Context: an optimization exercise on an open-source flow, tuned for small area. The choices shown serve that exercise and are no tape-out recipe. Function was checked by simulation only, so behaviour that the tests miss may differ from the original. Power and IR drop assume default switching activity.

## v58
// rifl_link
module rifl_link #
(
    parameter int GT_WIDTH = 64,
    parameter int USER_WIDTH = 64,
    parameter int FRAME_WIDTH = 64,
    parameter int FRAME_ID_WIDTH = 6,
    parameter int FRAME_FREQ = 161
)
(
    input logic clk,
    input logic rst,
    input logic [GT_WIDTH-1:0] gt_rx_data,
    output logic [GT_WIDTH-1:0] gt_tx_data,
    input logic [USER_WIDTH-1:0] s_axis_tdata,
    input logic [USER_WIDTH/8-1:0] s_axis_tkeep,
    input logic s_axis_tlast,
    input logic s_axis_tvalid,
    output logic s_axis_tready,
    output logic [USER_WIDTH-1:0] m_axis_tdata,
    output logic [USER_WIDTH/8-1:0] m_axis_tkeep,
    output logic m_axis_tlast,
    output logic m_axis_tvalid,
    input logic m_axis_tready,
    input logic compensate,
    output logic tx_state_init,
    output logic tx_state_send_pause,
    output logic tx_state_pause,
    output logic tx_state_send_retrans,
    output logic tx_state_retrans,
  ...
For scale: ~19000 cells after synthesis, ~290 I/O pins, ~0.39 mm2 of cells after synthesis.
==> flow/config.mk <==
export PLATFORM = sky130hd
export DESIGN_NAME = rifl_link
export DESIGN_NICKNAME = rifl_link
export VERILOG_FILES = /design/flow/design.v
export SDC_FILE = /design/flow/constraint.sdc
export NUM_CORES = 8
export LEC_CHECK = 0
export CAP_MARGIN = 20
export CORE_MARGIN = 2
export CORE_UTILIZATION = 35
export SETUP_SLACK_MARGIN = 0.2
export SLEW_MARGIN = 20
export SYNTH_MEMORY_MAX_BITS = 16384
==> flow/constraint.sdc <==
create_clock -name core_clock -period 8.0 [get_ports {clk}]
set_input_delay 1.6000 -clock core_clock [delete_from_list [all_inputs] [get_ports {clk}]]
set_output_delay 1.6000 -clock core_clock [all_outputs]
set_load 0.01 [all_outputs]
standard.sh (not shown) runs the stock make flow with config.mk's settings and CLKGATE_MAP_FILE= SYNTH_SCRIPT=/design/flow/synth_recipe.tcl, a recipe that flattens the netlist after the stock synthesis.
==> flow/flow/run.sh <==
#!/bin/bash
# Layout flow: the standard layout (standard.sh) with three changes.
#  1. Synthesis maps the logic with an area-oriented ABC script
#     (flow/abc_area.script) in place of ORFS's delay-oriented one; everything
#     else in synth_recipe.tcl is unchanged, so the registers are the same.
#  2. Clock tree synthesis clusters up to 24 sinks within 80 um per leaf
#     buffer and inserts no dummy loads.
#  3. After global routing, antennas are repaired once more with a margin
#     (flow/grt_antenna.tcl), so that detailed routing leaves fewer of them.
# make's output, with every tool's log, goes to flow_make.log; ORFS keeps each
# step's log under orfs/logs/.
set -euo pipefail
W=$(pwd)
cat > "$W/flow_synth.tcl" <<EOT
proc abc {args} {
  set i [lsearch -exact \$args -script]
  if {\$i >= 0} { lset args [expr {\$i + 1}] {$W/flow/abc_area.script} }
  yosys abc {*}\$args
}
source {$W/synth_recipe.tcl}
EOT
sed "s#SYNTH_SCRIPT=[^ ]*#SYNTH_SCRIPT=$W/flow_synth.tcl#" standard.sh > flow_standard.sh
grep -q "SYNTH_SCRIPT=$W/flow_synth.tcl" flow_standard.sh
export CTS_ARGS="-sink_clustering_enable -repair_clock_nets -sink_clustering_size 24 -sink_clustering_max_diameter 80 -dont_use_dummy_load"
export POST_GLOBAL_ROUTE_TCL="$W/flow/grt_antenna.tcl"
bash flow_standard.sh > flow_make.log 2>&1
==> flow/flow/abc_area.script <==
&get -n
&st
&dc2
&dch
&nf -R 1000
&put
==> flow/flow/grt_antenna.tcl <==
repair_antennas -ratio_margin 40 -iterations 5
check_placement -verbose
The final report for v58 shows a completed flow and a layout that fails verification, specifically antenna rules, capacitance limit, slew limit.
Inputs modified between v58 and v30:
- CORE_UTILIZATION now 30, was 35
-- flow/flow/run.sh --
<<< v58, line 6
#  2. Clock tree synthesis clusters up to 24 sinks within 80 um per leaf
>>> v30, line 6
#  2. Clock tree synthesis clusters up to 22 sinks within 80 um per leaf
<<< v58, line 24
export CTS_ARGS="-sink_clustering_enable -repair_clock_nets -sink_clustering_size 24 -sink_clustering_max_diameter 80 -dont_use_dummy_load"
>>> v30, line 24
export CTS_ARGS="-sink_clustering_enable -repair_clock_nets -sink_clustering_size 22 -sink_clustering_max_diameter 80 -dont_use_dummy_load"
### Flow results
Looking at portion of the layout cell area used by clock cells, v30 sits 0.19 points higher than v58 does.
From the logs: v30 reached the end of the flow and failed the layout checks with capacitance limit, slew limit.
The setup slack in v30 was lower than what v58 gave.
Via count: v30 vs v58 down 1190
Edits applied to the flow inputs when going from v30 to v14:
- swapping 20 for 40 in CAP_MARGIN
- swapping 30 for 35 in CORE_UTILIZATION
- swapping 20 for 40 in SLEW_MARGIN
-- flow/flow/run.sh --
<<< v30, line 6
#  2. Clock tree synthesis clusters up to 22 sinks within 80 um per leaf
>>> v14, line 6
#  2. Clock tree synthesis clusters up to 24 sinks within 80 um per leaf
<<< v30, line 9
#     (flow/grt_antenna.tcl), so that detailed routing leaves fewer of them.
>>> v14, line 9
#     (flow/grt_antenna.tcl), so that detailed routing leaves fewer of them,
#     and the repair after detailed routing may take up to 8 rounds.
<<< v30, line 24
export CTS_ARGS="-sink_clustering_enable -repair_clock_nets -sink_clustering_size 22 -sink_clustering_max_diameter 80 -dont_use_dummy_load"
>>> v14, line 25
export CTS_ARGS="-sink_clustering_enable -repair_clock_nets -sink_clustering_size 24 -sink_clustering_max_diameter 80 -dont_use_dummy_load"
<<< v30, line 26
>>> v14, line 27
export MAX_REPAIR_ANTENNAS_ITER_DRT=8
==> flow/flow/grt_antenna.tcl <==
repair_antennas -ratio_margin 60 -iterations 5
check_placement -verbose
[summary]
- v14: no failed stages, no open violations at the end
- v14 vs. v30: fraction of area in registers went up by 0.18 points.
- Cmp v14 and v30 / via density per instance / lower: v30
- Compared with v30, in v14 final area comparable, max-cap check violation count went down, transition time at the pin with the least slew margin lost 0.40 ns, number of ordinary and repair buffers in the finished layout increased 56.
- v14 -> v30: sequential cell count delta 0, exact match
- Summary: with v30 as the reference, wire length in v14 moved down slightly.
- Compared with v30, number of core rows in v14 decreased by a little under 10%.
- [v14] power rose about 5.4% relative to v30
diff inputs: v14 => v55
- CORE_UTILIZATION: 35 -> 40
==> flow/flow/grt_antenna.tcl <==
repair_antennas -ratio_margin 50 -iterations 5
check_placement -verbose
==> comparison <==
v55: PASS, flow complete, no timing, DRC or antenna violations
Actual transition at the worst max-transition pin ended up 0.035 ns lower on v55 than on v14.
Summary — final worst-path cycle share, v55 relative to v14: higher, by 1.4 points.
When the final numbers for v14 and v55 were put side by side, the synthesis-to-layout area growth turned out to be greater in v14.
~same clock buffer and inverter area fraction after layout in v14 and v55
Against v14, v55 comes in 0.9 points lower on combinational fraction of design power.
The total power of v55 was superior to that of v14.
For v8, these inputs were changed with respect to v55:
- CORE_UTILIZATION: 40 -> 30
-- flow/flow/run.sh --
<<< v55, line 6
#  2. Clock tree synthesis clusters up to 24 sinks within 80 um per leaf
>>> v8, line 6
#  2. Clock tree synthesis clusters up to 22 sinks within 80 um per leaf
<<< v55, line 25
export CTS_ARGS="-sink_clustering_enable -repair_clock_nets -sink_clustering_size 24 -sink_clustering_max_diameter 80 -dont_use_dummy_load"
>>> v8, line 25
export CTS_ARGS="-sink_clustering_enable -repair_clock_nets -sink_clustering_size 22 -sink_clustering_max_diameter 80 -dont_use_dummy_load"
==> flow/flow/grt_antenna.tcl <==
repair_antennas -ratio_margin 80 -iterations 5
check_placement -verbose
==> results.txt <==
- When the final numbers for v8 and v55 were put side by side, the number of placed cells counting well taps turned out to be smaller in v55.
- Diff v8 and v55: data arrival time of the worst path higher in v55
- Compared v8 vs v55, and non-clock buffer count is down in v8.
- v55 -> v8: number of nets produced by synthesis delta 0, exact match
- Compared with v55, in v8 final core area utilization fell by 9.6 points; initial DRC count higher.
- v8 ended with less fraction of area in multi-input gates than v55.

what the ideal ports hide:
How much do the figures lean on ideal ports? The routed layouts below were timed once more, with nothing changed but the port constraints. Step 1 (the two cells are an assumption about what drives the block):
set clk [get_ports {clk}]
set_driving_cell -lib_cell sky130_fd_sc_hd__clkbuf_16 $clk
set_driving_cell -lib_cell sky130_fd_sc_hd__buf_2 [delete_from_list [all_inputs] $clk]
Step 2, shift: input delay + t, output delay - t, t = (earliest + latest rising clock arrival at the registers) / 2. This alone moves slack from input paths to output paths. Three values: ideal ports, drivers, drivers and shift; two values: the first two.
run	t (ns)	slack for setup (ns)	cell pins on the clock port's net
v58	1.185	0.756 / 0.756 / 0.756	1
v30	1.173	0.520 / 0.520 / 0.520	1
v14	1.196	0.805 / 0.805 / 0.805	1
v55	1.229	0.693 / 0.693 / 0.693	1
v8	1.214	0.553 / 0.553 / 0.553	1
